Source: an optimization exercise on an open RTL-to-GDS flow (aim: small area). Production flows keep margins and buffers that such runs may drop.
The RTL was checked by simulation tests, not by an equivalence proof against the original design.
Power is estimated from default activity; no workload was simulated.

File: flow/config.mk
export PLATFORM = sky130hd
export DESIGN_NAME = ahb_pwm
export DESIGN_NICKNAME = ahb_pwm
export VERILOG_FILES = /design/flow/design.v
export SDC_FILE = /design/flow/constraint.sdc
export NUM_CORES = 4
export LEC_CHECK = 0
export CAP_MARGIN = 20
export CORE_MARGIN = 2
export CORE_UTILIZATION = 60
export CTS_BUF_LIST = sky130_fd_sc_hd__clkbuf_8
export CTS_CLUSTER_DIAMETER = 60
export CTS_CLUSTER_SIZE = 16
export PLACE_DENSITY = 0.7
export SLEW_MARGIN = 20
export SYNTH_HIERARCHICAL = 1
File: flow/standard.sh
#!/bin/bash
# synth_recipe.tcl (not shown) runs the flow's synth.tcl, then flattens the netlist and writes it again
# the make line also repeats each setting of config.mk as NAME=value (left out here)
make -C /OpenROAD-flow-scripts/flow DESIGN_CONFIG=/design/flow/config.mk WORK_HOME=/design/flow/orfs CLKGATE_MAP_FILE= SYNTH_SCRIPT=/design/flow/synth_recipe.tcl "${@:-finish}"
File: flow/constraint.sdc
create_clock -name core_clock -period 5.0 [get_ports {I_ahb_clk}]
set_input_delay 1.0000 -clock core_clock [delete_from_list [all_inputs] [get_ports {I_ahb_clk}]]
set_output_delay 1.0000 -clock core_clock [all_outputs]
set_load 0.01 [all_outputs]
File: flow/design.v
module ahb_pwm(
    input              I_ahb_clk,
    input              I_rst,
    input   [1:0]      I_ahb_htrans,
    input              I_ahb_hwrite,
    input   [31:0]     I_ahb_haddr,
    input   [2:0]      I_ahb_hsize,
    input   [2:0]      I_ahb_hburst,
    input   [3:0]      I_ahb_hprot,
    input              I_ahb_hmastlock,
    input   [31:0]     I_ahb_hwdata,
    output  reg [31:0] O_ahb_hrdata,
    output  wire[1:0]  O_ahb_hresp,
    output  wire       O_ahb_hready,
    output  [7:0]      pwmo
);
localparam [31:0] POL = 32'hffff_5554;
reg s1, s2;
always @(posedge I_ahb_clk or posedge I_rst) begin
    if (I_rst) begin
        s1 <= 1'b0;
        s2 <= 1'b0;
    end else begin
        s1 <= (I_ahb_htrans == 2'b10);
        s2 <= s1;
    end
end
assign O_ahb_hready = ~(s1 | s2);
assign O_ahb_hresp  = 2'b00;
wire [7:0] a    = I_ahb_haddr[7:0];
wire       a_ok = (a[1:0] == 2'b00) && (a[7:2] < 6'd18);
wire       wen  = s1 & I_ahb_hwrite & a_ok;
wire        rstn = ~I_rst;
wire [31:0] ws;
genvar g, b;
generate
for (b = 0; b < 32; b = b + 1) begin : wd
    if (POL[b])
        c_and2  n (.a(I_ahb_hwdata[b]), .b(rstn), .y(ws[b]));
    else
        c_nand2 n (.a(I_ahb_hwdata[b]), .b(rstn), .y(ws[b]));
end
endgenerate
wire [3:0] wj;
wire [4:0] wm;
assign wj[0] = wen & (a[3:2] == 2'd0);
assign wj[1] = wen & (a[3:2] == 2'd1);
assign wj[2] = wen & (a[3:2] == 2'd2);
assign wj[3] = wen & (a[3:2] == 2'd3);
assign wm[0] = (a[6:4] == 3'd0);
assign wm[1] = (a[6:4] == 3'd1);
assign wm[2] = (a[6:4] == 3'd2);
assign wm[3] = (a[6:4] == 3'd3);
assign wm[4] = (a[6:4] == 3'd4);
wire [17:0] sel, seln;
generate
for (g = 0; g < 18; g = g + 1) begin : wsl
    c_a21o  s (.a1(wj[g % 4]), .a2(wm[g / 4]), .b1(I_rst), .y(sel[g]));
    c_inv   n (.a(sel[g]), .y(seln[g]));
end
endgenerate
reg  [7:0]   ens;
reg  [31:0]  divs;
reg  [127:0] pers;
reg  [127:0] duts;
wire [7:0]   ens_d;
wire [31:0]  divs_d;
wire [127:0] pers_d;
wire [127:0] duts_d;
generate
for (b = 0; b < 8; b = b + 1) begin : wen_b
    c_a22o m (.a1(sel[0]), .a2(ws[b]), .b1(seln[0]), .b2(ens[b]), .y(ens_d[b]));
end
for (b = 0; b < 32; b = b + 1) begin : wdiv_b
    c_a22o m (.a1(sel[1]), .a2(ws[b]), .b1(seln[1]), .b2(divs[b]), .y(divs_d[b]));
end
for (g = 0; g < 8; g = g + 1) begin : wch
    for (b = 0; b < 16; b = b + 1) begin : bt
        c_a22o mp (.a1(sel[g+2]),  .a2(ws[b]), .b1(seln[g+2]),  .b2(pers[16*g+b]), .y(pers_d[16*g+b]));
        c_a22o md (.a1(sel[g+10]), .a2(ws[b]), .b1(seln[g+10]), .b2(duts[16*g+b]), .y(duts_d[16*g+b]));
    end
end
endgenerate
always @(posedge I_ahb_clk) begin
    ens  <= ens_d;
    divs <= divs_d;
    pers <= pers_d;
    duts <= duts_d;
end
reg       rv;
reg [4:0] ra;
always @(posedge I_ahb_clk) begin
    rv <= s1 & ~I_ahb_hwrite & a_ok;
    ra <= a[6:2];
end
wire [3:0] rj;
wire [4:0] rm;
assign rj[0] = rv & (ra[1:0] == 2'd0);
assign rj[1] = rv & (ra[1:0] == 2'd1);
assign rj[2] = rv & (ra[1:0] == 2'd2);
assign rj[3] = rv & (ra[1:0] == 2'd3);
assign rm[0] = (ra[4:2] == 3'd0);
assign rm[1] = (ra[4:2] == 3'd1);
assign rm[2] = (ra[4:2] == 3'd2);
assign rm[3] = (ra[4:2] == 3'd3);
assign rm[4] = (ra[4:2] == 3'd4);
wire rvn = ~rv;
wire [17:0] rsel, rseln;
generate
for (g = 0; g < 18; g = g + 1) begin : rsl
    c_nand2 n (.a(rj[g % 4]), .b(rm[g / 4]), .y(rseln[g]));
    c_and2  p (.a(rj[g % 4]), .b(rm[g / 4]), .y(rsel[g]));
end
endgenerate
wire [31:0] hr_d;
generate
for (b = 0; b < 16; b = b + 1) begin : rlo
    wire [17:0] src;
    assign src[0] = (b < 8) ? ens[b % 8] : ~POL[b];
    assign src[1] = divs[b];
    for (g = 0; g < 8; g = g + 1) begin : s
        assign src[g+2]  = pers[16*g+b];
        assign src[g+10] = duts[16*g+b];
    end
    wire [8:0] p;
    for (g = 0; g < 9; g = g + 1) begin : o
        if (b >= 8 && g == 0) begin : d
            if (POL[b])
                c_and2 q (.a(rsel[1]), .b(src[1]), .y(p[g]));
            else
                c_nor2 q (.a(rseln[1]), .b(src[1]), .y(p[g]));
        end else begin : d
            if (POL[b])
                c_a22o  q (.a1(rsel[2*g]), .a2(src[2*g]), .b1(rsel[2*g+1]), .b2(src[2*g+1]), .y(p[g]));
            else
                c_o22ai q (.a1(rseln[2*g]), .a2(src[2*g]), .b1(rseln[2*g+1]), .b2(src[2*g+1]), .y(p[g]));
        end
    end
    wire [3:0] q;
    wire r, h;
    c_nor2  r0 (.a(p[0]), .b(p[1]), .y(q[0]));
    c_nor2  r1 (.a(p[2]), .b(p[3]), .y(q[1]));
    c_nor2  r2 (.a(p[4]), .b(p[5]), .y(q[2]));
    c_nor2  r3 (.a(p[6]), .b(p[7]), .y(q[3]));
    c_nand4 r4 (.a(q[0]), .b(q[1]), .c(q[2]), .d(q[3]), .y(r));
    c_and2  r5 (.a(rvn), .b(O_ahb_hrdata[b]), .y(h));
    c_or3   r6 (.a(r), .b(p[8]), .c(h), .y(hr_d[b]));
end
for (b = 16; b < 32; b = b + 1) begin : rhi
    c_a22o q (.a1(rsel[1]), .a2(divs[b]), .b1(rvn), .b2(O_ahb_hrdata[b]), .y(hr_d[b]));
end
endgenerate
always @(posedge I_ahb_clk or posedge I_rst) begin
    if (I_rst)
        O_ahb_hrdata <= 32'd0;
    else
        O_ahb_hrdata <= hr_d;
end
generate
for (g = 0; g < 8; g = g + 1) begin : ch
    wire en = POL[g] ? ens[g] : ~ens[g];
    pwm_ch #(.DPOL(POL[4*g +: 4])) u (
        .clk(I_ahb_clk), .rst(I_rst), .en(en),
        .divs(divs[4*g +: 4]), .pers(pers[16*g +: 16]),
        .duts(duts[16*g +: 16]), .pwm(pwmo[g]));
end
endgenerate
endmodule
module pwm_ch #(
    parameter [3:0] DPOL = 4'b0100    
) (
    input         clk,
    input         rst,
    input         en,
    input  [3:0]  divs,
    input  [15:0] pers,
    input  [15:0] duts,
    output reg    pwm
);
reg [4:0]  cc;
reg [16:0] cpp;      
reg        st;
genvar i;
wire [3:0] eq;
generate
for (i = 0; i < 4; i = i + 1) begin : e
    if (DPOL[i])
        c_xnor2 x (.a(cc[i]), .b(divs[i]), .y(eq[i]));
    else
        c_xor2  x (.a(cc[i]), .b(divs[i]), .y(eq[i]));
end
endgenerate
wire t = en & ~cc[4] & (&eq);
wire [4:0] ccs, ccd;
wire [3:0] ccc;
c_ha  hcc0 (.a(cc[0]), .b(en), .s(ccs[0]), .co(ccc[0]));
generate
for (i = 1; i < 4; i = i + 1) begin : hcc
    c_ha h (.a(cc[i]), .b(ccc[i-1]), .s(ccs[i]), .co(ccc[i]));
end
endgenerate
c_xor2 xcc4 (.a(cc[4]), .b(ccc[3]), .y(ccs[4]));
wire zcn = ~(rst | t);
generate
for (i = 0; i < 5; i = i + 1) begin : mcc
    c_and2 m (.a(ccs[i]), .b(zcn), .y(ccd[i]));
end
endgenerate
wire [16:0] inc, cpd;
wire [15:0] cpc;
c_ha hcp0 (.a(cpp[0]), .b(t), .s(inc[0]), .co(cpc[0]));
generate
for (i = 1; i < 16; i = i + 1) begin : hcp
    c_ha h (.a(cpp[i]), .b(cpc[i-1]), .s(inc[i]), .co(cpc[i]));
end
endgenerate
c_xor2 xcp16 (.a(cpp[16]), .b(cpc[15]), .y(inc[16]));
wire [16:1] kp, kd;
wire [15:0] an;
c_nor2  kp0 (.a(cpp[0]), .b(pers[0]), .y(kp[1]));
c_nand2 kd0 (.a(cpp[0]), .b(duts[0]), .y(kd[1]));
generate
for (i = 1; i < 16; i = i + 1) begin : cmp
    if (i % 2 == 1) begin : a
        c_cmpa sp (.a(cpp[i]), .bn(pers[i]), .c(kp[i]), .y(kp[i+1]));
        c_cmpa sd (.a(cpp[i]), .bn(duts[i]), .c(kd[i]), .y(kd[i+1]));
    end else begin : b
        c_inv  ia (.a(cpp[i]), .y(an[i]));
        c_cmpb sp (.an(an[i]), .b(pers[i]), .cn(kp[i]), .y(kp[i+1]));
        c_cmpb sd (.an(an[i]), .b(duts[i]), .cn(kd[i]), .y(kd[i+1]));
    end
end
endgenerate
wire ltp, led;
c_nor2 ultp (.a(cpp[16]), .b(kp[16]), .y(ltp));
c_nor2 uled (.a(cpp[16]), .b(kd[16]), .y(led));
localparam [15:0] P = 16'h5554;
wire pz = ((pers ^ ~P) == 16'd0);
wire dz = ((duts ^ ~P) == 16'd0);
wire nz = |cpp;
wire z   = rst | (t & ~(pz | ltp));
wire zn  = ~z;
c_or2 mcp0 (.a(inc[0]), .b(z), .y(cpd[0]));
generate
for (i = 1; i < 17; i = i + 1) begin : mcp
    c_and2 m (.a(inc[i]), .b(zn), .y(cpd[i]));
end
endgenerate
wire nst = dz | (nz & led);
wire std = ~rst & (t ? nst : st);
always @(posedge clk) begin
    cc  <= ccd;
    cpp <= cpd;
    st  <= std;
end
always @(posedge clk or posedge rst) begin
    if (rst)
        pwm <= 1'b0;
    else
        pwm <= st;
end
endmodule
module c_cmpa(input a, input bn, input c, output y);
    wire g, p;
    c_nor2  ug (.a(a), .b(bn), .y(g));
    c_nand2 up (.a(a), .b(bn), .y(p));
    c_o21ai uy (.a1(g), .a2(c), .b1(p), .y(y));
endmodule
module c_cmpb(input an, input b, input cn, output y);
    wire gn, pn;
    c_nand2 ug (.a(an), .b(b), .y(gn));
    c_nor2  up (.a(an), .b(b), .y(pn));
    c_o21ai uy (.a1(pn), .a2(cn), .b1(gn), .y(y));
endmodule
module c_inv(input a, output y);
    assign y = ~a;
endmodule
module c_and2(input a, input b, output y);
    assign y = a & b;
endmodule
module c_or2(input a, input b, output y);
    assign y = a | b;
endmodule
module c_nand2(input a, input b, output y);
    assign y = ~(a & b);
endmodule
module c_nor2(input a, input b, output y);
    assign y = ~(a | b);
endmodule
module c_nand4(input a, input b, input c, input d, output y);
    assign y = ~(a & b & c & d);
endmodule
module c_xor2(input a, input b, output y);
    assign y = a ^ b;
endmodule
module c_xnor2(input a, input b, output y);
    assign y = ~(a ^ b);
endmodule
module c_ha(input a, input b, output s, output co);
    assign s  = a ^ b;
    assign co = a & b;
endmodule
module c_a21o(input a1, input a2, input b1, output y);
    assign y = (a1 & a2) | b1;
endmodule
module c_o21ai(input a1, input a2, input b1, output y);
    assign y = ~((a1 | a2) & b1);
endmodule
module c_a22o(input a1, input a2, input b1, input b2, output y);
    assign y = (a1 & a2) | (b1 & b2);
endmodule
module c_or3(input a, input b, input c, output y);
    assign y = a | b | c;
endmodule
module c_o22ai(input a1, input a2, input b1, input b2, output y);
    assign y = ~((a1 | a2) & (b1 | b2));
endmodule
File: flow/flow/run.sh
#!/bin/bash
# Layout flow: the standard ORFS flow (standard.sh, unchanged synthesis),
# with three changes to how the layout is made:
#  - ports are buffered with sky130_fd_sc_hd__buf_1 instead of the default
#    port buffer cell;
#  - clock tree synthesis uses clkbuf_8 leaf clusters and no dummy loads;
#  - after global routing, cells on paths with positive slack are downsized
#    (ORFS RECOVER_POWER).
# All tool output goes to flow.log in this folder; ORFS keeps each step's
# log under orfs/logs/.
set -euo pipefail
bash standard.sh \
  "BUFFER_PORTS_ARGS=-buffer_cell sky130_fd_sc_hd__buf_1" \
  "CTS_ARGS=-sink_clustering_enable -repair_clock_nets -dont_use_dummy_load -buf_list sky130_fd_sc_hd__clkbuf_8 -sink_clustering_size 16 -sink_clustering_max_diameter 60" \
  "RECOVER_POWER=100" \
  finish > flow.log 2>&1
==> impl_results.md, run 1 <==
- Status: finished with violations
- Failing Checks: capacitance limit, slew limit
- Sequential fraction of the synthesis area: between 40% and 50%
- PortBufs: between 80 and 90
- Root buffer cell: clkbuf_8
- Largest net degree at the start of global routing: 41
- R2r setup slk: ~0.33 ns
- Final setup fails: 0
- Post-Synth Simple-Gate Area: 21.63%
- FF-to-FF path depth: 5
- CTS tree: yes
- Cts repair resizes: 0
- Fin cells: 3329
- Pwr Total: 7.859 mW
- F_max: around 210 MHz
- Placer Congestion: 1.028
- Reg-to-reg endpoint: divs[24]
- Period utilisation layout: a little over nine tenths
- Crit-path slowest cell: a2111oi_0
- Tightest Pin Transition: ~2.4 ns
- Cell Chain, Critical Path: buf_1 -> or4b_1 -> a2111oi_0 -> a21o_1 -> clkinv_1 -> a22o_1
- Worst r2r src: s1
- Largest family of logic cells by synthesized area: compound AO/OA/AOI/OAI gates
- Detailed Route Iter0 Violations: about 2100
- Pleak: 11.64 nW
- EDFF count, synth: 0
- Fraction of layout cells with a size suffix above 1: 2.570%
- Core area: 39820 µm²
- Dominant synthesized flop cell: dfxtp_1
- # rows: 73
- Worst path arrival time: 5.33 ns
- Hold Vio Cnt, Final: 0
- Critical path endpoint category: register
- Die height: approximately 210 µm
- Max-cap violations: 19
- Synth Area in XOR/XNOR: under 10%
- Area Growth Syn to Fin: 7.279%
- Synth Area in Adders: 8.254%
- Min-delay worst type: register to register
- Worst VDD drop: roughly 0.22 mV
- Unrepaired setup endpoints after global routing: no
- Design area: roughly 26000 µm²
- Critical setup path kind: primary input to register
- Initial Util: about 61%
- Largest area contributor in the netlist: dfxtp_1
- Antenna violations before repair: 3
- Synth warn: 10
- Core Util, Final: between 60% and 70%
- GRT Total Usage: a little over a third
- Post-synth top area share: between 40% and 50%
- Wire length on met2: 31940 µm
- Synth Area in Compound Gates: between 20% and 30%
- CP delay by family, top: compound AO/OA/AOI/OAI gates
- Critical Path Max Stage Delay: around 1.9 ns
- I/O pin cnt: 123
- Worst-path clk slew: roughly 0.09 ns
- Clock Latency Late Sink: ~0.65 ns
- Synthesis-stage register bit count: between 500 and 600
- Mapped Area: between 20000 and 25000 µm²
- Most common cell after layout, fill and taps aside: dfxtp_1
- Total length of routed wires: between 70000 and 80000 µm
- Vias in the first global route: between 15000 and 20000
- Synth async-reset ratio: around 8%
- Start point of the critical path: I_ahb_haddr[1]
- Largest cells by area after synthesis: dfxtp_1 (40%), a22o_1 (13%), ha_1 (8.3%)
- Met1 WL: approximately 33000 µm
- Post-synthesis mux area share: 0%
- Via count: around 21000
- CP max FO: 32
- Drt via density: approximately 6.4
- Drt pass-1 iters: 6
- Post-route DRC violation count: 0
- DP Cell Count: between 3000 and 4000
- Routed Antenna Nets: 0
- Worst hold start: ch[6].u.st
- DP HPWL: 55490 µm
- Hold Path Cell Cnt: 0
- First-pass GRT wire length: ~120000 µm
- Power per standard cell area: slightly above 300 nW/µm²
- Total grt overflow: 0
- Die Area: 42050 µm²
- Slew HR: -64.43%
- Synth cell types: 36
- Top Metal Used: met5
- Min cycle time layout: ~4.8 ns
- Total CTS buffers: between 40 and 50
- Max-slew violations: approximately 350
- Met3 wire length: 8536 µm
- Cells after Synth: 2639
- Routed length per instance: roughly 23 µm
- Clock Sinks: about 530
- Post-CTS Setup Inserts: 0
- Die Wd: around 200 µm
- Nets: ~3000
- Mean Syn Cell Area: 9.190 µm²
- Clk_skew: roughly 0.040 ns
- Hold Buf Count CTS: 0
- Setup crit start kind: primary input
- Placed cell area: about 26000 µm²
- Worst path bufs/invs: 2
- Worst Hold Endpoint: ch[6].u.pwm
- Worst EP required: roughly 5.5 ns
- Setup TNS: 0 ns
- H-tree depth: 2
- Commonest cells after routing, fill and taps aside: dfxtp_1 (486), a22o_1 (371), nor2_1 (360)
- Bufs on Longest Clock Path: 3
==> stage by stage <==
| step | hold WS (ns) | worst slack (ns) |
|---|---|---|
| after floorplan | 0.3291 | 1.223 |
| after global placement | 0.3312 | 0.9316 |
| after detailed placement | 0.3350 | 0.8656 |
| after CTS | 0.3481 | 0.8240 |
| after global routing | 0.3535 | 0.3392 |
| final | 0.3460 | 0.2050 |
==> registers in the layout, summed over array words and instances, names as in the netlist <==
signal	cells
ra	5
ens	8
pers	128
divs	32
ch.u.cc	40
s2	1
ch.u.cpp	136
s1	1
O_ahb_hrdata	32
ch.u.st	8
duts	128
rv	1
ch.u.pwm	8
==> modules after synthesis, one instance, submodules excluded, excerpt <==
module | flip-flops and latches | cell area (µm²) | cells
c_nand2 | 0 | 3.754 | 1
c_or2 | 0 | 6.256 | 1
c_a22o | 0 | 8.758 | 1
c_o22ai | 0 | 6.256 | 1
c_o21ai | 0 | 5.005 | 1
c_nand4 | 0 | 6.256 | 1
c_a21o | 0 | 7.507 | 1
ahb_pwm | 336 | 7149 | 375
c_or3 | 0 | 6.256 | 1
==> power by group <==
part	switching (mW)	leakage, nW	internal, mW
logic	0.457	6.74	0.403
registers	0.407	4.59	4.48
clock network	1.36	0.302	0.754
==> how the worst max path moves through the flow <==
stage | end | slack (ns) | cells after the start
finish | divs[24] | 0.20 | 6
global route | divs[5] | 0.34 | 6
detailed placement | ch[2].u.cpp[16] | 0.87 | 21
CTS | ch[7].u.cpp[16] | 0.82 | 21
floorplan | ch[0].u.cpp[16] | 1.22 | 21
global placement | ch[7].u.cpp[16] | 0.93 | 21
==> cell families (layout without fill, tap and decap cells) <==
kind of cell	after synthesis	after routing
simple gates	1053	1053
compound gates	741	741
flops	528	528
fa+ha+maj	160	160
buf+inv	108	270
xor+xnor	48	48
other cells	1	4
==> worst register-to-register path: stages (launching register included) <==
cell,delay (ns)
dfrtp_1,0.38
or4b_1,0.62
a2111oi_0,1.88
a21o_1,0.34
clkinv_1,0.83
a22o_1,0.53
==> synthesized netlist by cell type (all sizes together), types with 5 or more instances <==
| library cell | number |
|---|---|
| dfxtp | 486 |
| a22o | 371 |
| nor2 | 360 |
| nand2 | 285 |
| o21ai | 248 |
| and2 | 229 |
| ha | 160 |
| inv | 106 |
| o22ai | 77 |
| nor4bb | 48 |
| dfrtp | 42 |
| nand4 | 40 |
| xor2 | 25 |
| nor4 | 24 |
| xnor2 | 23 |
| a21o | 18 |
| a31oi | 16 |
| and4b | 16 |
| or3 | 16 |
| or2 | 9 |
| nand4b | 8 |
| o41ai | 8 |
| nor3b | 6 |
| nor3 | 5 |
==> metal layers <==
layer / GRT usage [%] / vias up
met5: 0 / -
met1: 52.38 / 10050
met3: 6.825 / 199
met4: 15.90 / 2
li1: - / 9902
met2: 53.52 / 1082
==> layout make-up <==
cell class | count | area (µm²)
Antenna cell | 2 | 5.005
Clock buffer | 42 | 578.1
Fill cell | 3388 | 13800
Inverter | 106 | 397.9
Multi-Input combinational cell | 2004 | 13060
Sequential cell | 528 | 10780
Tap cell | 525 | 656.9
Timing Repair Buffer | 122 | 541.8
==> run 2: changes to the inputs <==
==> flow/flow/run.sh (replaced) <==
#!/bin/bash
# Layout flow: the standard ORFS flow (standard.sh, unchanged synthesis),
# with two changes to how the layout is made:
#  - ports are buffered with sky130_fd_sc_hd__buf_1 instead of the default
#    port buffer cell;
#  - clock tree synthesis uses clkbuf_4 leaf clusters and no dummy loads.
# All tool output goes to flow.log in this folder; ORFS keeps each step's
# log under orfs/logs/.
set -euo pipefail
bash standard.sh \
  "BUFFER_PORTS_ARGS=-buffer_cell sky130_fd_sc_hd__buf_1" \
  "CTS_ARGS=-sink_clustering_enable -repair_clock_nets -dont_use_dummy_load -buf_list sky130_fd_sc_hd__clkbuf_4 -sink_clustering_size 10 -sink_clustering_max_diameter 40" \
  finish > flow.log 2>&1
--- a/flow/config.mk
+++ b/flow/config.mk
@@ -9,3 +9,3 @@
 export CORE_MARGIN = 2
-export CORE_UTILIZATION = 60
+export CORE_UTILIZATION = 70
 export CTS_BUF_LIST = sky130_fd_sc_hd__clkbuf_8
@@ -13,3 +13,4 @@
 export CTS_CLUSTER_SIZE = 16
-export PLACE_DENSITY = 0.7
+export GPL_TIMING_DRIVEN = 0
+export PLACE_DENSITY = 0.8
 export SLEW_MARGIN = 20
==> run 2 against run 1 <==
  * Now clean on timing, DRC and antenna
  * Critical endpoint is now ch[6].u.cpp[16]
  * Largest cell class unchanged
  * Via count up 2.4%
  * Core utilization up 9.8 points
  * Clock skew up 0.048 ns
  * Clock power down 4%
  * Maximum frequency up 11%
==> impl_results.md, run 2 <==
- Status: finished clean
- Total grt overflow: 0 (unchanged)
- Internal Dissipation: 5.531 mW (-1.9%)
- Met1 Use GR: 56.05% (+3.7 points)
- Setup crit start kind: register
- Drt pass-1 iters: 6 (unchanged)
- Mean Syn Cell Area: 9.190 µm² (unchanged)
- Power per standard cell area: 300.7 nW/µm² (-0.44%)
- H-tree depth: 3 (+1)
- Placer Congestion: 1.035 (+0.65%)
- GR peak layer: met2
- Crit path top cell by count: ha_1
- Sequential fraction of the synthesis area: 44.45% (unchanged)
- Final setup fails: 0 (unchanged)
- Dominant synthesized flop cell: dfxtp_1
- Tightest Pin Transition: 1.247 ns (-1.157 ns)
- Synth warn: 10 (unchanged)
- Hold Buf Count CTS: 0 (unchanged)
- Min-delay worst type: register to register
- GRT Total Usage: 40.73% (+4.2 points)
- Commonest cells after routing, fill and taps aside: dfxtp_1 (486), a22o_1 (371), nor2_1 (360)
- Slew HR: 16.65% (+81 points)
- Root buffer cell: clkbuf_4
- Critical Path Max Stage Delay: 0.40 ns (-1.48 ns)
- Synth async-reset ratio: 7.955% (unchanged)
- Gate power share: 11.0% (about the same)
- Sequential power share: 63.0% (+0.8 points)
- Die Wd: 190.1 µm (-7.3%)
- PortBufs: 85 (unchanged)
- Critical setup path kind: register to register
- Synthesis-stage register bit count: 528 (unchanged)
- Post-synth top area share: 40.12% (unchanged)
- Largest reg by FF count: ch.u.cpp
- Clk network pwr share: 26.0% (-0.8 points)
- Initial Util: 70.56% (+9.7 points)
- CTS tree: yes
- Max-slew violations: 0 (-100%)
- Routed length per instance: 22.93 µm (-0.76%)
- CP max FO: 5 (-84%)
- Synth cell types: 36 (unchanged)
- Critical path endpoint category: register
- Most common cell after layout, fill and taps aside: dfxtp_1
- Total CTS buffers: 71 (+69%)
- # rows: 68 (-6.8%)
- Post-CTS Setup Inserts: 0 (unchanged)
- Mapped Area: 24250 µm² (unchanged)
- Fraction of layout cells with a size suffix above 1: 4.000% (+1.4 points)
- Worst VDD drop: 0.2180 mV (+0.61%)
- Total length of routed wires: 74680 µm (-2.9%)
- Routed Antenna Nets: 0 (unchanged)
- GR met2 Demand/Resource: 58.58% (+5.1 points)
- Crit-path slowest cell: dfxtp_1
- Bufs on Longest Clock Path: 3 (unchanged)
- Die height: 190.1 µm (-7.3%)
- Detailed Route Iter0 Violations: 2149 (+1.2%)
- Pleak: 11.73 nW (+0.77%)
- Hold Vio Cnt, Final: 0 (unchanged)
- Via count: 21730 (+2.4%)
- Period utilisation layout: 86.12% (-9.8 points)
- I/O pin cnt: 123 (unchanged)
- Most common cell in the netlist: dfxtp_1
- Worst EP required: 5.68 ns (+0.15 ns)
- First-pass GRT wire length: 112500 µm (-3.0%)
- Drt via density: 6.674 (+4.7%)
- EDFF count, synth: 0 (unchanged)
- DP HPWL: 53820 µm (-3.0%)
- Biggest registers after layout: ch.u.cpp (136), duts (128), pers (128)
- Worst-path clk slew: 0.11 ns (+0.02 ns)
- Largest net degree at the start of global routing: 67 (+63%)
- M3 GR Usage: 10.48% (+3.7 points)
- F_max: 232.2 MHz (+11%)
- Max-cap violations: 0 (-19)
- Clock Latency Late Sink: 0.80 ns (+0.15 ns)
- Cts repair resizes: 0 (unchanged)
- Switch Pwr: 2.230 mW (+0.47%)
- Switching share of total power: 28.74% (+0.49 points)
- Unrepaired setup endpoints after global routing: no
- Worst path arrival time: 4.99 ns (-0.34 ns)
- Largest cells by area after synthesis: dfxtp_1 (40%), a22o_1 (13%), ha_1 (8.3%)
- Clock Sinks: 528 (unchanged)
- Vias in the first global route: 19820 (+2.5%)
- Nets: 3042 (-0.066%)
- Commonest cells in the netlist: dfxtp_1 (486), a22o_1 (371), nor2_1 (360)
- Min cycle time layout: 4.306 ns (-0.4891 ns)
- Setup TNS: 0 ns (unchanged)
- Core area: 34370 µm² (-14%)
- Clk_skew: 0.08732 ns (+0.04761 ns)
- Cell Chain, Critical Path: xnor2_1 -> nand4b_1 -> nor2_1 -> ha_1 -> ha_1 -> ha_1 -> ha_1 -> ha_1 -> ha_1 -> ha_1 -> ha_1 -> ha_1 -> ha_1 -> ha_1 -> ha_1 -> ha_1 -> ha_1 -> ha_1 -> ha_1 -> xor2_1 -> and2_1
- Pwr Total: 7.762 mW (-1.2%)
- Max reg flops: 136 (unchanged)
- Die Area: 36150 µm² (-14%)
- Cells after Synth: 2639 (unchanged)
- Antenna violations before repair: 1 (-2)
- Largest area contributor in the netlist: dfxtp_1
- Post-route DRC violation count: 0 (unchanged)
- Area Growth Syn to Fin: 6.418%
==> run 2: cell count changes in the layout (fill, tap and decap cells not counted), moves of 7 or more <==
| cell | before | now |
|---|---|---|
| and2_0 | 125 | 0 |
| nand2_1 | 285 | 277 |
| clkbuf_4 | 0 | 71 |
| nand2_2 | 0 | 8 |
| o21ai_0 | 37 | 8 |
| buf_4 | 18 | 3 |
| and2_1 | 104 | 222 |
| and2_2 | 0 | 7 |
| o21ai_1 | 211 | 240 |
| clkbuf_1 | 21 | 0 |
| clkbuf_8 | 42 | 0 |
==> run 2: cells by family after synthesis <==
| logic type | after synthesis | share of synthesized area (%) |
|---|---|---|
| and+or+nand+nor | 1053 | 21.63 |
| buffers and inverters | 108 | 1.702 |
| xor gates and xnor gates | 48 | 1.733 |
| other | 1 | 0.01546 |
| DFF | 528 | 44.45 |
| AOI/OAI and AO/OA | 741 | 22.22 |
| adders and majority gates | 160 | 8.254 |
==> run 2: per-module statistics from Yosys (local to each module, per instance), excerpt <==
module	cells inside	cell area, µm²	copies in the design	flops+latches
c_inv	1	3.754	74	0
c_o21ai	1	5.005	240	0
c_or3	1	6.256	16	0
c_nand4	1	6.256	16	0
c_a21o	1	7.507	18	0
c_xor2	1	8.758	25	0
==> run 2: metrics by stage <==
step / hold slack [ns] / cells / utilization, % / setup slack [ns] / area [µm²]
after CTS: 0.3257 / 3255 / 75.01 / 0.7538 / 25780
after global placement: 0.3317 / 3180 / 73.15 / -2.377 / 25150
after detailed placement: 0.3325 / 3184 / 73.46 / 0.04680 / 25250
final: 0.3370 / 3256 / 75.09 / 0.6941 / 25810
after floorplan: 0.3291 / 2640 / - / 1.223 / 24260
after global routing: 0.3390 / 3256 / 75.09 / 0.5278 / 25810
==> run 2: final timing paths <==
kind                            startpoint               to  slack (ns)  cells past startpoint
worst max-delay path              divs[25]  ch[6].u.cpp[16]        0.69                     21
worst min register to register  ch[3].u.st      ch[3].u.pwm        0.34                      0
min in group asynchronous            I_rst      ch[0].u.pwm        0.37                      2
worst min-delay path            ch[3].u.st      ch[3].u.pwm        0.34                      0
max in group asynchronous            I_rst  O_ahb_hrdata[7]        3.81                      2
worst max register to register    divs[25]  ch[6].u.cpp[16]        0.69                     21
==> run 2: routing by layer <==
| layer | vias up | wire (µm) |
|---|---|---|
| li1 | 9919 | - |
| met1 | 10150 | 30130 |
| met2 | 1356 | 30190 |
| met3 | 307 | 9763 |
| met4 | 0 | 4589 |
| met5 | - | 0 |
==> run 2: worst max-delay path: cells and delay by family, from the launching register on <==
kind          cells  cell delay, ns
fa+ha+maj        16            3.07
simple gates      3            0.43
flops             1            0.40
xor+xnor          2            0.26
==> run 2: power by group through the flow <==
stage               sequential, mW  combinational, mW  clock, mW
floorplan                     4.80              0.600          0
global placement              4.94              0.782          0
detailed placement            4.96              0.827          0
CTS                           4.86              0.830       2.02
global route                  4.92              0.929       2.17
finish                        4.89              0.851       2.02
==> run 2: final cells by class <==
class | count | area [µm²]
buffer | 2 | 15.01
timing repair buffer | 89 | 386.6
fill | 2530 | 8563
antenna | 1 | 2.502
sequential | 528 | 10780
clock buffer | 71 | 533.0
tap | 455 | 569.3
multi-input combinational | 2004 | 13120
inverter | 106 | 400.4
==> run 3: changes to the inputs <==
--- a/flow/design.v
+++ b/flow/design.v
@@ -124,12 +124,31 @@
     end
-    wire [8:0] p;
-    for (g = 0; g < 9; g = g + 1) begin : o
-        if (b >= 8 && g == 0) begin : d
-            if (POL[b])
-                c_and2 q (.a(rsel[1]), .b(src[1]), .y(p[g]));
-            else
-                c_nor2 q (.a(rseln[1]), .b(src[1]), .y(p[g]));
-        end else begin : d
-            if (POL[b])
-                c_a22o  q (.a1(rsel[2*g]), .a2(src[2*g]), .b1(rsel[2*g+1]), .b2(src[2*g+1]), .y(p[g]));
+    if (POL[b] && b < 8) begin : t
+        wire [5:0] y;
+        for (g = 0; g < 6; g = g + 1) begin : o
+            c_a222oi q (.a1(rsel[3*g]), .a2(src[3*g]), .b1(rsel[3*g+1]), .b2(src[3*g+1]),
+                        .c1(rsel[3*g+2]), .c2(src[3*g+2]), .y(y[g]));
+        end
+        wire u1, u2, hn;
+        c_nand2 r0 (.a(rvn), .b(O_ahb_hrdata[b]), .y(hn));
+        c_nand4 r1 (.a(y[0]), .b(y[1]), .c(y[2]), .d(y[3]), .y(u1));
+        c_nand3 r2 (.a(y[4]), .b(y[5]), .c(hn), .y(u2));
+        c_or2   r3 (.a(u1), .b(u2), .y(hr_d[b]));
+    end else if (POL[b]) begin : th
+        wire [6:0] y;
+        for (g = 0; g < 5; g = g + 1) begin : o
+            c_a222oi q (.a1(rsel[3*g+1]), .a2(src[3*g+1]), .b1(rsel[3*g+2]), .b2(src[3*g+2]),
+                        .c1(rsel[3*g+3]), .c2(src[3*g+3]), .y(y[g]));
+        end
+        c_nand2 q5 (.a(rsel[16]), .b(src[16]), .y(y[5]));
+        c_nand2 q6 (.a(rsel[17]), .b(src[17]), .y(y[6]));
+        wire u1, u2, hn;
+        c_nand2 r0 (.a(rvn), .b(O_ahb_hrdata[b]), .y(hn));
+        c_nand4 r1 (.a(y[0]), .b(y[1]), .c(y[2]), .d(y[3]), .y(u1));
+        c_nand4 r2 (.a(y[4]), .b(y[5]), .c(y[6]), .d(hn), .y(u2));
+        c_or2   r3 (.a(u1), .b(u2), .y(hr_d[b]));
+    end else begin : n
+        wire [8:0] p;
+        for (g = 0; g < 9; g = g + 1) begin : o
+            if (b >= 8 && g == 0)
+                c_nor2  q (.a(rseln[1]), .b(src[1]), .y(p[g]));
             else
@@ -137,12 +156,8 @@
         end
+        wire o1, o2, h;
+        c_or4  r0 (.a(p[0]), .b(p[1]), .c(p[2]), .d(p[3]), .y(o1));
+        c_or4  r1 (.a(p[4]), .b(p[5]), .c(p[6]), .d(p[7]), .y(o2));
+        c_and2 r2 (.a(rvn), .b(O_ahb_hrdata[b]), .y(h));
+        c_or4  r3 (.a(o1), .b(o2), .c(p[8]), .d(h), .y(hr_d[b]));
     end
-    wire [3:0] q;
-    wire r, h;
-    c_nor2  r0 (.a(p[0]), .b(p[1]), .y(q[0]));
-    c_nor2  r1 (.a(p[2]), .b(p[3]), .y(q[1]));
-    c_nor2  r2 (.a(p[4]), .b(p[5]), .y(q[2]));
-    c_nor2  r3 (.a(p[6]), .b(p[7]), .y(q[3]));
-    c_nand4 r4 (.a(q[0]), .b(q[1]), .c(q[2]), .d(q[3]), .y(r));
-    c_and2  r5 (.a(rvn), .b(O_ahb_hrdata[b]), .y(h));
-    c_or3   r6 (.a(r), .b(p[8]), .c(h), .y(hr_d[b]));
 end
@@ -311,4 +326,10 @@
 endmodule
-module c_or3(input a, input b, input c, output y);
-    assign y = a | b | c;
+module c_nand3(input a, input b, input c, output y);
+    assign y = ~(a & b & c);
+endmodule
+module c_or4(input a, input b, input c, input d, output y);
+    assign y = a | b | c | d;
+endmodule
+module c_a222oi(input a1, input a2, input b1, input b2, input c1, input c2, output y);
+    assign y = ~((a1 & a2) | (b1 & b2) | (c1 & c2));
 endmodule
==> flow/flow/run.sh (replaced) <==
#!/bin/bash
# Layout flow: the standard ORFS flow (standard.sh, unchanged synthesis),
# with two changes to how the layout is made:
#  - ports are buffered with sky130_fd_sc_hd__buf_1 instead of the default
#    port buffer cell;
#  - clock tree synthesis uses clkbuf_8 leaf clusters and no dummy loads.
# All tool output goes to flow.log in this folder; ORFS keeps each step's
# log under orfs/logs/.
set -euo pipefail
bash standard.sh \
  "BUFFER_PORTS_ARGS=-buffer_cell sky130_fd_sc_hd__buf_1" \
  "CTS_ARGS=-sink_clustering_enable -repair_clock_nets -dont_use_dummy_load -buf_list sky130_fd_sc_hd__clkbuf_8 -sink_clustering_size 16 -sink_clustering_max_diameter 60" \
  finish > flow.log 2>&1
--- a/flow/config.mk
+++ b/flow/config.mk
@@ -9,8 +9,5 @@
 export CORE_MARGIN = 2
-export CORE_UTILIZATION = 70
-export CTS_BUF_LIST = sky130_fd_sc_hd__clkbuf_8
-export CTS_CLUSTER_DIAMETER = 60
-export CTS_CLUSTER_SIZE = 16
+export CORE_UTILIZATION = 75
 export GPL_TIMING_DRIVEN = 0
-export PLACE_DENSITY = 0.8
+export PLACE_DENSITY = 0.85
 export SLEW_MARGIN = 20
==> run 3 against run 2 <==
  * Cell area is 1.2% lower
  * Largest cell class unchanged
  * Final cell count shrank 4.5%
  * Largest power group unchanged
  * Critical endpoint is now ch[1].u.cpp[16]
  * Global-route usage up 9.1 points
==> impl_results.md, run 3 <==
- Critical Path Max Stage Delay: 0.80 ns (+0.40 ns)
- Dominant synthesized flop cell: dfxtp_1
- Worst r2r src: divs[7]
- Cts repair resizes: 0 (unchanged)
- Most common cell in the netlist: dfxtp_1
- Setup crit start kind: register
- R2r setup slk: 0.42 ns (-0.28 ns)
- Crit-path slowest cell: nor2_1
- Initial Util: 76.04% (+5.5 points)
- Die height: 182.9 µm (-3.8%)
- Routed length per instance: 27.41 µm (+19%)
- Fraction of layout cells with a size suffix above 1: 2.921% (-1.1 points)
- Drt via density: 7.356 (+10%)
- Antenna violations before repair: 2 (+1)
- Worst Hold Endpoint: ch[3].u.pwm
- Wire length on met2: 35850 µm (+19%)
- Start point of the critical path: divs[7]
- Die Area: 33440 µm² (-7.5%)
- DP HPWL: 59390 µm (+10%)
- Vias in the first global route: 21570 (+8.9%)
- Min cycle time layout: 4.582 ns (+0.2765 ns)
- Pleak: 11.58 nW (-1.3%)
- Min-delay worst type: register to register
- Largest cells by area after synthesis: dfxtp_1 (41%), a22o_1 (11%), ha_1 (8.3%)
- Unrepaired setup endpoints after global routing: no
- Bufs on Longest Clock Path: 3 (unchanged)
- F_max: 218.2 MHz (-6.0%)
- Nets: 2947 (-3.1%)
- Routed Antenna Nets: 0 (unchanged)
- Via count: 22870 (+5.2%)
- Hold Buf Count CTS: 0 (unchanged)
- Synth async-reset ratio: 7.955% (unchanged)
- I/O pin cnt: 123 (unchanged)
- Tightest Pin Transition: 1.338 ns (+0.09072 ns)
- Area Growth Syn to Fin: 6.310%
- Total CTS buffers: 41 (-42%)
- Synth cell types: 38 (+5.6%)
- Synthesis-stage register bit count: 528 (unchanged)
- Worst VDD drop: 0.2609 mV (+20%)
- CTS tree: yes
- Largest area contributor in the netlist: dfxtp_1
- Biggest registers after layout: ch.u.cpp (136), duts (128), pers (128)
- Root buffer cell: clkbuf_8
- Clock Sinks: 528 (unchanged)
- Detailed Route Iter0 Violations: 3941 (+83%)
- Post-CTS Setup Inserts: 0 (unchanged)
- Critical path endpoint category: register
- Setup TNS: 0 ns (unchanged)
- Clk_skew: 0.06394 ns (-0.02338 ns)
- Power per standard cell area: 311.2 nW/µm² (+3.5%)
- Cell Chain, Critical Path: xor2_1 -> nand2_1 -> nor2_1 -> ha_1 -> ha_1 -> ha_1 -> ha_1 -> ha_1 -> ha_1 -> ha_1 -> ha_1 -> ha_1 -> ha_1 -> ha_1 -> ha_1 -> ha_1 -> ha_1 -> ha_1 -> ha_1 -> xor2_1 -> and2_1
- Mapped Area: 23990 µm² (-1.1%)
- Most common cell after layout, fill and taps aside: dfxtp_1
- FF-to-FF path depth: 21 (unchanged)
- Design area: 25510 µm² (-1.2%)
- Die Wd: 182.9 µm (-3.8%)
- Status: finished clean
- Placer Congestion: 1.070 (+3.4%)
- H-tree depth: 2 (-1)
- Worst EP required: 5.46 ns (-0.22 ns)
- PortBufs: 85 (unchanged)
- Commonest cells after routing, fill and taps aside: dfxtp_1 (486), a22o_1 (312), nand2_1 (296), nor2_1 (296), o21ai_1 (240)
- Worst path arrival time: 5.05 ns (+0.06 ns)
- Top Metal Used: met4
- Total length of routed wires: 85200 µm (+14%)
- GRT Total Usage: 49.86% (+9.1 points)
- Period utilisation layout: 91.65% (+5.5 points)
- Placed cell area: 24890 µm² (-1.4%)
- Commonest cells in the netlist: dfxtp_1 (486), a22o_1 (312), nand2_1 (300)
- Max reg flops: 136 (unchanged)
- Met3 wire length: 12300 µm (+26%)
- Post-route DRC violation count: 0 (unchanged)
- Largest reg by FF count: ch.u.cpp
- Reg-to-reg endpoint: ch[1].u.cpp[16]
- Fin cells: 3109 (-4.5%)
- Max-slew violations: 0 (unchanged)
- Post-synth top area share: 40.55% (+0.43 points)
- Clock Latency Late Sink: 0.60 ns (-0.20 ns)
- Final setup fails: 0 (unchanged)
- Max-cap violations: 0 (unchanged)
- Slew HR: 10.80% (-5.8 points)
- Worst-path clk slew: 0.10 ns (about the same)
- Hold Vio Cnt, Final: 0 (unchanged)
- Largest net degree at the start of global routing: 67 (unchanged)
- DP Cell Count: 3065 (-3.7%)
- Sequential fraction of the synthesis area: 44.93% (+0.48 points)
- Mean Syn Cell Area: 9.322 µm² (+1.4%)
- CP max FO: 5 (unchanged)
- Crit path top cell by count: ha_1
- Synth warn: 10 (unchanged)
- Worst hold start: ch[3].u.st
- First-pass GRT wire length: 126400 µm (+12%)
- Core Util, Final: 80.84% (+5.7 points)
- # rows: 65 (-4.4%)
- Cells after Synth: 2574 (-2.5%)
- Critical setup path kind: register to register
- Hold Path Cell Cnt: 0 (unchanged)
- Core area: 31560 µm² (-8.2%)
- Drt pass-1 iters: 17 (+11)
- EDFF count, synth: 0 (unchanged)
- Total grt overflow: 0 (unchanged)
- Met1 WL: 30510 µm (+1.3%)
## run 3: through the flow
step / hold WS [ns] / setup WS [ns] / power [mW]
finish: 0.3525 / 0.4175 / 7.938
global route: 0.3582 / 0.2348 / 8.104
CTS: 0.3516 / 0.5970 / 7.795
detailed placement: 0.3320 / 0.1640 / 5.838
global placement: 0.3314 / -2.456 / 5.753
floorplan: 0.3291 / 1.223 / 5.404
## run 3: kinds of logic (layout without fill, tap and decap cells)
logic type / Yosys count / in the layout / synth area share (%)
compound gates: 720 / 720 / 21.89
buf+inv: 108 / 238 / 1.721
fa+ha+maj: 160 / 160 / 8.343
xor+xnor: 48 / 48 / 1.752
flops: 528 / 528 / 44.93
other cells: 1 / 4 / 0.01563
simple gates: 1009 / 1009 / 21.35
## run 3: cell type report
class / count / area [µm²]
clock buffers: 41 / 564.3
flip-flops and latches: 528 / 10780
repair buffers: 89 / 370.4
inverters: 106 / 400.4
fillers: 1794 / 6047
diodes: 2 / 5.005
plain buffers: 2 / 15.01
well taps: 402 / 503.0
multi-input cells: 1939 / 12870
## run 3: worst max-delay path: cells and delay by family (launching register included)
| kind | cells | cell delay (ns) |
|---|---|---|
| XOR/XNOR | 2 | 0.25 |
| AND/OR/NAND/NOR | 3 | 1.03 |
| adder cells (fa/ha/maj) | 16 | 2.72 |
| flip-flops | 1 | 0.44 |
## run 3: metal layers
metal / track usage [%] / vias to the layer above
li1: - / 9723
met1: 62.88 / 10640
met2: 74.86 / 1990
met3: 15.35 / 514
met4: 31.46 / 0
met5: 0 / -
## run 3: per-module statistics from Yosys, one instance, submodules excluded, excerpt
module,times used,area (µm²),flops+latches,cells
c_nand3,3,5.005,0,1
c_ha,160,12.51,0,1
c_nor2,268,3.754,0,1
c_nand4,11,6.256,0,1
c_xor2,25,8.758,0,1
c_a22o,312,8.758,0,1
c_nand2,290,3.754,0,1
c_or2,15,6.256,0,1
c_a21o,18,7.507,0,1
c_or4,27,7.507,0,1
c_o22ai,77,6.256,0,1
c_and2,218,6.256,0,1
c_inv,74,3.754,0,1
ahb_pwm,1,7149,336,375
c_xnor2,23,8.758,0,1
## run 3: worst max path at each step
stage	slack (ns)	to
finish	0.42	ch[1].u.cpp[16]
floorplan	1.22	ch[0].u.cpp[16]
detailed placement	0.16	divs[17]
global placement	-2.46	pers[21]
CTS	0.60	ch[1].u.cpp[16]
global route	0.23	ch[1].u.cpp[16]
## run 3: report_power, final
part,internal (mW),switching [mW]
registers,4.48,0.479
logic,0.402,0.490
clock network,0.738,1.35
total,5.62,2.32
==> run 4: changes to the inputs <==
--- a/flow/config.mk
+++ b/flow/config.mk
@@ -9,5 +9,5 @@
 export CORE_MARGIN = 2
-export CORE_UTILIZATION = 75
+export CORE_UTILIZATION = 65
 export GPL_TIMING_DRIVEN = 0
-export PLACE_DENSITY = 0.85
+export PLACE_DENSITY = 0.75
 export SLEW_MARGIN = 20
==> run 4 against run 3 <==
  * Still clean on timing, DRC and antenna
  * Via count down 6.6%
  * First-iteration DRC count shrank 24%
  * Non-clock buffer count unchanged
  * Clock power up 2%
  * Flip-flop and latch count stayed put
  * Power fell by 0.32%
  * Synthesized area unchanged
  * Clock skew is 0.0048 ns higher
  * Sequential power barely moved
  * Highest routed layer is now met5
==> impl_results.md, run 4 <==
- Status: finished clean
- Design area: 25660 µm² (+0.58%)
- Critical path depth: 21 (unchanged)
- # rows: 70 (+7.7%)
- DP Cell Count: 3132 (+2.2%)
- CP max FO: 5 (unchanged)
- Detailed Route Iter0 Violations: 3007 (-24%)
- Worst path bufs/invs: 1 (+1)
- Fraction of layout cells with a size suffix above 1: 3.251% (+0.33 points)
- Critical path endpoint category: register
- Root buffer cell: clkbuf_8
- Sequential fraction of the synthesis area: 44.93% (unchanged)
- Die height: 196.1 µm (+7.3%)
- I/O pin cnt: 123 (unchanged)
- Clk_skew: 0.06875 ns (+0.004813 ns)
- Most common cell in the netlist: dfxtp_1
- Fillers: 2875 (+60%)
- Drt pass-1 iters: 10 (-7)
- Setup crit start kind: register
- Post-synth top area share: 40.55% (unchanged)
- Vias in the first global route: 19360 (-10%)
- Worst-path clk slew: 0.10 ns (about the same)
- Biggest registers after layout: ch.u.cpp (136), duts (128), pers (128)
- Area Growth Syn to Fin: 6.930%
- Worst VDD drop: 0.2412 mV (-7.6%)
- Initial Util: 65.70% (-10 points)
- Min cycle time layout: 4.312 ns (-0.2702 ns)
- Final hold slack: 0.3498 ns (-0.002775 ns)
- Mean Syn Cell Area: 9.322 µm² (unchanged)
- Cts repair resizes: 0 (unchanged)
- Post-route DRC violation count: 0 (unchanged)
- Final setup fails: 0 (unchanged)
- DP HPWL: 57720 µm (-2.8%)
- F_max: 231.9 MHz (+6.3%)
- Min-delay worst type: register to register
- Clock Sinks: 528 (unchanged)
- EDFF count, synth: 0 (unchanged)
- Commonest cells in the netlist: dfxtp_1 (486), a22o_1 (312), nand2_1 (300)
- Die Wd: 196.1 µm (+7.3%)
- First-pass GRT wire length: 117300 µm (-7.2%)
- Nets: 2949 (+0.068%)
- Slew HR: 10.19% (-0.61 points)
- Cell Chain, Critical Path: inv_1 -> nand4b_1 -> nor2_1 -> ha_1 -> ha_1 -> ha_1 -> ha_1 -> ha_1 -> ha_1 -> ha_1 -> ha_1 -> ha_1 -> ha_1 -> ha_1 -> ha_1 -> ha_1 -> ha_1 -> ha_1 -> ha_1 -> xor2_1 -> and2_1
- Hold Path Cell Cnt: 0 (unchanged)
- Worst path arrival time: 4.83 ns (-0.22 ns)
- Total grt overflow: 0 (unchanged)
- CTS tree: yes
- Fin cells: 3176 (+2.2%)
- Largest cells by area after synthesis: dfxtp_1 (41%), a22o_1 (11%), ha_1 (8.3%)
- PortBufs: 85 (unchanged)
- Synth warn: 10 (unchanged)
- Power per standard cell area: 308.4 nW/µm² (-0.90%)
- Hold Vio Cnt, Final: 0 (unchanged)
- Setup TNS: 0 ns (unchanged)
- Crit path top cell by count: ha_1
- Commonest cells after routing, fill and taps aside: dfxtp_1 (486), a22o_1 (312), nor2_1 (296)
- Synth async-reset ratio: 7.955% (unchanged)
- Most common cell after layout, fill and taps aside: dfxtp_1
- Pleak: 11.61 nW (+0.24%)
- Hold Buf Count CTS: 0 (unchanged)
- Placer Congestion: 1.057 (-1.2%)
- Worst EP required: 5.52 ns (+0.06 ns)
- Critical Path Max Stage Delay: 0.44 ns (-0.36 ns)
- Routed Antenna Nets: 0 (unchanged)
- Largest area contributor in the netlist: dfxtp_1
- Crit-path slowest cell: dfxtp_1
- H-tree depth: 2 (unchanged)
- Mapped Area: 23990 µm² (unchanged)
- Bufs on Longest Clock Path: 3 (unchanged)
- Drt via density: 6.725 (-8.6%)
- Total CTS buffers: 43 (+4.9%)
- Synthesis-stage register bit count: 528 (unchanged)
- Max-cap violations: 0 (unchanged)
- Unrepaired setup endpoints after global routing: no
- Critical setup path kind: register to register
- Antenna violations before repair: 2 (unchanged)
- Routed length per instance: 24.72 µm (-9.8%)
- Post-CTS Setup Inserts: 0 (unchanged)
- Max-slew violations: 0 (unchanged)
- Total length of routed wires: 78500 µm (-7.9%)
- Via count: 21360 (-6.6%)
- CP delay by family, top: adder cells
- FF-to-FF path depth: 21 (unchanged)
- GRT Total Usage: 40.32% (-9.5 points)
- Die Area: 38470 µm² (+15%)
- Core area: 36520 µm² (+16%)
- Tightest Pin Transition: 1.344 ns (+0.006304 ns)
- Cells after Synth: 2574 (unchanged)
- Largest net degree at the start of global routing: 67 (unchanged)
- Largest reg by FF count: ch.u.cpp
- Placed cell area: 25030 µm² (+0.55%)
- Clock Latency Late Sink: 0.66 ns (+0.06 ns)
- Max reg flops: 136 (unchanged)
- Synth cell types: 38 (unchanged)
- Dominant synthesized flop cell: dfxtp_1
- Period utilisation layout: 86.25% (-5.4 points)
==> run 4: logic make-up (layout without fill, tap and decap cells) <==
logic type / Yosys count / after routing / synth area share, %
AOI/OAI and AO/OA: 720 / 720 / 21.89
buffers and inverters: 108 / 240 / 1.721
and+or+nand+nor: 1009 / 1009 / 21.35
other: 1 / 3 / 0.01563
DFF: 528 / 528 / 44.93
xor gates and xnor gates: 48 / 48 / 1.752
adders and majority gates: 160 / 160 / 8.343
==> run 4: final timing paths <==
| path | startpoint | end | slack (ns) |
|---|---|---|---|
| max | ens[7] | ch[7].u.cpp[16] | 0.69 |
| min in group asynchronous | I_rst | ch[3].u.pwm | 0.36 |
| min reg2reg | ch[4].u.st | ch[4].u.pwm | 0.35 |
| min | ch[4].u.st | ch[4].u.pwm | 0.35 |
| max reg2reg | ens[7] | ch[7].u.cpp[16] | 0.69 |
| max in group asynchronous | I_rst | O_ahb_hrdata[11] | 3.56 |
==> run 4: Yosys stat by module, one instance, submodules excluded, excerpt <==
module / flops+latches / area [µm²] / times used / cells
ahb_pwm: 336 / 7149 / 1 / 375
c_a21o: 0 / 7.507 / 18 / 1
c_a222oi: 0 / 10.01 / 38 / 1
c_and2: 0 / 6.256 / 218 / 1
c_inv: 0 / 3.754 / 74 / 1
c_nand2: 0 / 3.754 / 290 / 1
c_nand3: 0 / 5.005 / 3 / 1
c_nor2: 0 / 3.754 / 268 / 1
c_o21ai: 0 / 5.005 / 240 / 1
c_o22ai: 0 / 6.256 / 77 / 1
c_or2: 0 / 6.256 / 15 / 1
c_or4: 0 / 7.507 / 27 / 1
c_xnor2: 0 / 8.758 / 23 / 1
c_xor2: 0 / 8.758 / 25 / 1
==> run 4: layout make-up <==
type	count	area, µm²	area share [%]
Buffer	2	15.01	0.05852
Clock buffer	43	591.8	2.307
Timing Repair Buffer	89	394.1	1.536
Multi-Input combinational cell	1939	12890	50.23
Sequential cell	528	10780	42.02
Inverter	106	400.4	1.561
Tap cell	468	585.6	2.282
Antenna cell	1	2.502	0.009753
==> run 4: stage by stage <==
step | power, mW | utilization [%] | setup WS, ns
5_1_grt | 8.159 | 70.24 | 0.4166
3_5_place_dp | 5.827 | 68.53 | 0.5404
6_report | 7.912 | 70.25 | 0.6877
2_1_floorplan | 5.404 | - | 1.223
4_1_cts | 7.865 | 70.15 | 0.7154
3_3_place_gp | 5.771 | 68.18 | -2.641
==> run 4: per-layer routing <==
layer	GRT usage [%]	wire (µm)
met5	0	13
met4	20.09	4584
met3	9.885	9703
met2	58.68	32370
met1	55.95	31830
==> run 4: where the power goes <==
part | total, mW | switching, mW | internal [mW]
Clock | 2.13 | 1.36 | 0.772
Combinational | 0.846 | 0.449 | 0.397
Sequential | 4.94 | 0.456 | 4.48
Total | 7.91 | 2.26 | 5.65
==> run 5: changes to the inputs <==
--- a/flow/config.mk
+++ b/flow/config.mk
@@ -9,5 +9,8 @@
 export CORE_MARGIN = 2
-export CORE_UTILIZATION = 65
+export CORE_UTILIZATION = 70
+export CTS_BUF_LIST = sky130_fd_sc_hd__clkbuf_8
+export CTS_CLUSTER_DIAMETER = 60
+export CTS_CLUSTER_SIZE = 16
 export GPL_TIMING_DRIVEN = 0
-export PLACE_DENSITY = 0.75
+export PLACE_DENSITY = 0.8
 export SLEW_MARGIN = 20
==> run 5 against run 4 <==
  * Via count rose by 2.7%
  * Clock-buffer cell count fell by 3
  * Synthesized cell count did not move
  * Critical path depth fell by 15
  * Hold slack got worse by 0.0044 ns
  * Cell area fell by 0.47%
  * Combinational power rose by 2%
  * Core utilization rose by 5.7 points
  * Worst setup slack got worse by 0.033 ns
  * Clock power fell by 4%
  * Register-to-register slack got worse by 0.03 ns
  * Largest cell class unchanged
==> impl_results.md, run 5 <==
- Power per standard cell area: 307.2 nW/µm² (-0.39%)
- Routed Antenna Nets: 0 (unchanged)
- Fin cells: 3151 (-0.79%)
- Gate power share: 11.0% (+0.3 points)
- Critical path endpoint category: register
- Antenna violations before repair: 0 (-2)
- Fraction of layout cells with a size suffix above 1: 2.886% (-0.37 points)
- Worst path arrival time: 4.81 ns (-0.02 ns)
- Largest reg by FF count: ch.u.cpp
- Clock Sinks: 528 (unchanged)
- Final setup fails: 0 (unchanged)
- H-tree depth: 2 (unchanged)
- Placed cell area: 24970 µm² (-0.24%)
- CP delay by family, top: compound AO/OA/AOI/OAI gates
- F_max: 230.1 MHz (-0.76%)
- Max-slew violations: 0 (unchanged)
- Post-route DRC violation count: 0 (unchanged)
- Crit-path slowest cell: clkinv_1
- Max reg flops: 136 (unchanged)
- Core area: 33620 µm² (-8.0%)
- Worst-path clk slew: 0.09 ns (about the same)
- Synth async-reset ratio: 7.955% (unchanged)
- First-pass GRT wire length: 119200 µm (+1.6%)
- Total length of routed wires: 79770 µm (+1.6%)
- Die Area: 35770 µm² (-7.0%)
- Biggest registers after layout: ch.u.cpp (136), duts (128), pers (128)
- Sequential fraction of the synthesis area: 44.93% (unchanged)
- Worst r2r src: divs[12]
- Setup WS pre-CTS: 0.6880 ns (+0.1477 ns)
- Critical Path Max Stage Delay: 1.11 ns (+0.67 ns)
- Min cycle time layout: 4.345 ns (+0.03288 ns)
- Period utilisation layout: 86.90% (+0.66 points)
- Synth cell types: 38 (unchanged)
- Commonest cells in the netlist: dfxtp_1 (486), a22o_1 (312), nand2_1 (300)
- Most common cell in the netlist: dfxtp_1
- Min-delay worst type: register to register
- CP max FO: 33 (+28)
- Largest area contributor in the netlist: dfxtp_1
- Drt via density: 6.959 (+3.5%)
- Worst path bufs/invs: 2 (+1)
- Post-CTS Setup Inserts: 0 (unchanged)
- Start point of the critical path: I_ahb_haddr[5]
- Mean Syn Cell Area: 9.322 µm² (unchanged)
- Via count: 21930 (+2.7%)
- Mapped Area: 23990 µm² (unchanged)
- Clock Latency Late Sink: 0.63 ns (-0.03 ns)
- Detailed Route Iter0 Violations: 3165 (+5.3%)
- Cells after Synth: 2574 (unchanged)
- Placer Congestion: 1.078 (+2.0%)
- Nets: 2945 (-0.14%)
- Hold Vio Cnt, Final: 0 (unchanged)
- Final hold slack: 0.3453 ns (-0.004446 ns)
- Cell Chain, Critical Path: buf_1 -> or2_2 -> a2111oi_4 -> a21o_2 -> clkinv_1 -> a22o_1
- Die height: 189.1 µm (-3.6%)
- Design area: 25540 µm² (-0.47%)
- Tightest Pin Transition: 1.319 ns (-0.02486 ns)
- EDFF count, synth: 0 (unchanged)
- Initial Util: 71.38% (+5.7 points)
- Unrepaired setup endpoints after global routing: no
- CTS tree: yes
- Synth warn: 10 (unchanged)
- Hold Buf Count CTS: 0 (unchanged)
- Drt pass-1 iters: 11 (+1)
- Switch Pwr: 2.246 mW (-0.69%)
- Worst VDD drop: 0.2706 mV (+12%)
- Internal Dissipation: 5.598 mW (-0.94%)
- Routed length per instance: 25.32 µm (+2.4%)
- Antenna cells: 0 (-1)
- Setup crit start kind: primary input
- Die Wd: 189.1 µm (-3.6%)
- Synthesis-stage register bit count: 528 (unchanged)
- DP HPWL: 58070 µm (+0.61%)
- Fillers: 2382 (-17%)
- Dominant synthesized flop cell: dfxtp_1
- # rows: 67 (-4.3%)
- Setup ws final: 0.6548 ns (-0.03288 ns)
- Pleak: 11.56 nW (-0.37%)
- Core Util, Final: 75.96% (+5.7 points)
- Total CTS buffers: 40 (-7.0%)
- Most common cell after layout, fill and taps aside: dfxtp_1
- Post-synth top area share: 40.55% (unchanged)
- PortBufs: 85 (unchanged)
- Area Growth Syn to Fin: 6.424%
- Largest cells by area after synthesis: dfxtp_1 (41%), a22o_1 (11%), ha_1 (8.3%)
- Total grt overflow: 0 (unchanged)
- Critical setup path kind: primary input to register
- Worst EP required: 5.46 ns (-0.06 ns)
- Commonest cells after routing, fill and taps aside: dfxtp_1 (486), a22o_1 (312), nor2_1 (296)
- Cts repair resizes: 0 (unchanged)
- Clk network pwr share: 26.0% (-0.9 points)
- Switching share of total power: 28.63% (+0.051 points)
- Slew HR: 12.04% (+1.9 points)
- Worst hold start: ch[4].u.st
- Status: finished clean
- Largest net degree at the start of global routing: 67 (unchanged)
- Root buffer cell: clkbuf_8
- I/O pin cnt: 123 (unchanged)
- Bufs on Longest Clock Path: 3 (unchanged)
- DP Cell Count: 3111 (-0.67%)
- GRT Total Usage: 43.81% (+3.5 points)
- Vias in the first global route: 20520 (+6.0%)
- Max-cap violations: 0 (unchanged)
- Sequential power share: 63.1% (+0.7 points)
- Clk_skew: 0.05475 ns (-0.01400 ns)
run 5: power by group through the flow:
stage	registers (mW)	clock network, mW	logic (mW)
6_report	4.95	2.04	0.860
5_1_grt	4.96	2.17	0.927
4_1_cts	4.91	2.03	0.836
3_5_place_dp	5.00	0	0.828
3_3_place_gp	4.98	0	0.779
2_1_floorplan	4.80	0	0.601
run 5: final timing paths:
path | end | slack [ns] | cells past startpoint
worst max-delay path | divs[12] | 0.65 | 6
worst min-delay path | ch[4].u.pwm | 0.35 | 0
worst max register to register | ch[3].u.cpp[16] | 0.66 | 21
worst min register to register | ch[4].u.pwm | 0.35 | 0
max in group asynchronous | O_ahb_hrdata[2] | 3.37 | 3
min in group asynchronous | ch[3].u.pwm | 0.52 | 2
run 5: per-layer routing:
| metal | track usage [%] | wire length [µm] | part of all wire [%] |
|---|---|---|---|
| met1 | 58.91 | 30160 | 38 |
| met2 | 65.23 | 33130 | 42 |
| met3 | 9.917 | 10990 | 14 |
| met4 | 24.76 | 5490 | 6.9 |
| met5 | 0 | 0 | 0 |
run 5: worst reg2reg max path: stages, from the launching register on:
cell and delay, ns:
dfxtp_1 0.44, xnor2_1 0.13, nand4b_1 0.12, nor2_1 0.21, ha_1 0.29, ha_1 0.19
ha_1 0.20, ha_1 0.20, ha_1 0.18, ha_1 0.18, ha_1 0.18, ha_1 0.20
ha_1 0.19, ha_1 0.18, ha_1 0.19, ha_1 0.19, ha_1 0.18, ha_1 0.18
ha_1 0.18, ha_1 0.19, xor2_1 0.16, and2_1 0.15
run 5: logic make-up (layout without fill, tap and decap cells):
logic type / count (synthesis) / count (layout) / synth area share [%]
compound gates: 720 / 720 / 21.89
xor+xnor: 48 / 48 / 1.752
fa+ha+maj: 160 / 160 / 8.343
buf+inv: 108 / 236 / 1.721
flops: 528 / 528 / 44.93
other cells: 1 / 2 / 0.01563
simple gates: 1009 / 1009 / 21.35
run 5: through the flow:
stage / power, mW / setup TNS [ns]
after floorplan: 5.404 / 0
after global placement: 5.763 / -679.89
after detailed placement: 5.831 / 0
after CTS: 7.772 / 0
after global routing: 8.058 / 0
final: 7.844 / 0
run 5: layout make-up:
type,count,area (µm²),area share (%)
well taps,448,560.5,2.195
clock buffers,40,550.5,2.156
plain buffers,2,15.01,0.05880
inverters,106,400.4,1.568
multi-input cells,1939,12870,50.38
flip-flops and latches,528,10780,42.22
repair buffers,88,362.8,1.421
run 5: Yosys stat by module, one instance, submodules excluded, a selection:
module,flops+latches,cells,times used,cell area [µm²]
c_ha,0,1,160,12.51
c_nor2,0,1,268,3.754
c_xnor2,0,1,23,8.758
c_o22ai,0,1,77,6.256
c_a222oi,0,1,38,10.01
c_inv,0,1,74,3.754
c_xor2,0,1,25,8.758
c_nand2,0,1,290,3.754
ahb_pwm,336,375,1,7149
c_o21ai,0,1,240,5.005
c_a21o,0,1,18,7.507
c_nand3,0,1,3,5.005
c_nand4,0,1,11,6.256
c_or4,0,1,27,7.507

re-timing with driven ports:
In the flow no input, the clock included, has a driving cell. The finished layouts below were timed again as built, in two steps.
Step 1: set_driving_cell puts a clkbuf_16 on I_ahb_clk and a buf_2 on each other input, an assumption about the parent block.
Step 2 times the ports against the registers' clock, not the clock port: input delays grow and output delays shrink by t, the midpoint of the rising clock arrivals with the driver on.
a / b / c = ideal ports / drivers / drivers and shift; a / b = the first two.
run	shift t [ns]	setup slack, ns	worst slew at a driven data input, ns
run 1	0.686	0.205 / 0.237 / -0.450	0.09
run 2	0.807	0.694 / 0.694 / 0.375	0.04
run 3	0.627	0.418 / 0.418 / 0.418	0.07
run 4	0.679	0.688 / 0.688 / 0.688	0.06
run 5	0.652	0.655 / 0.656 / 0.021	0.04
The setup slack of run 1, which loses most, moves by +0.032 ns with the drivers and by -0.655 ns with both steps.
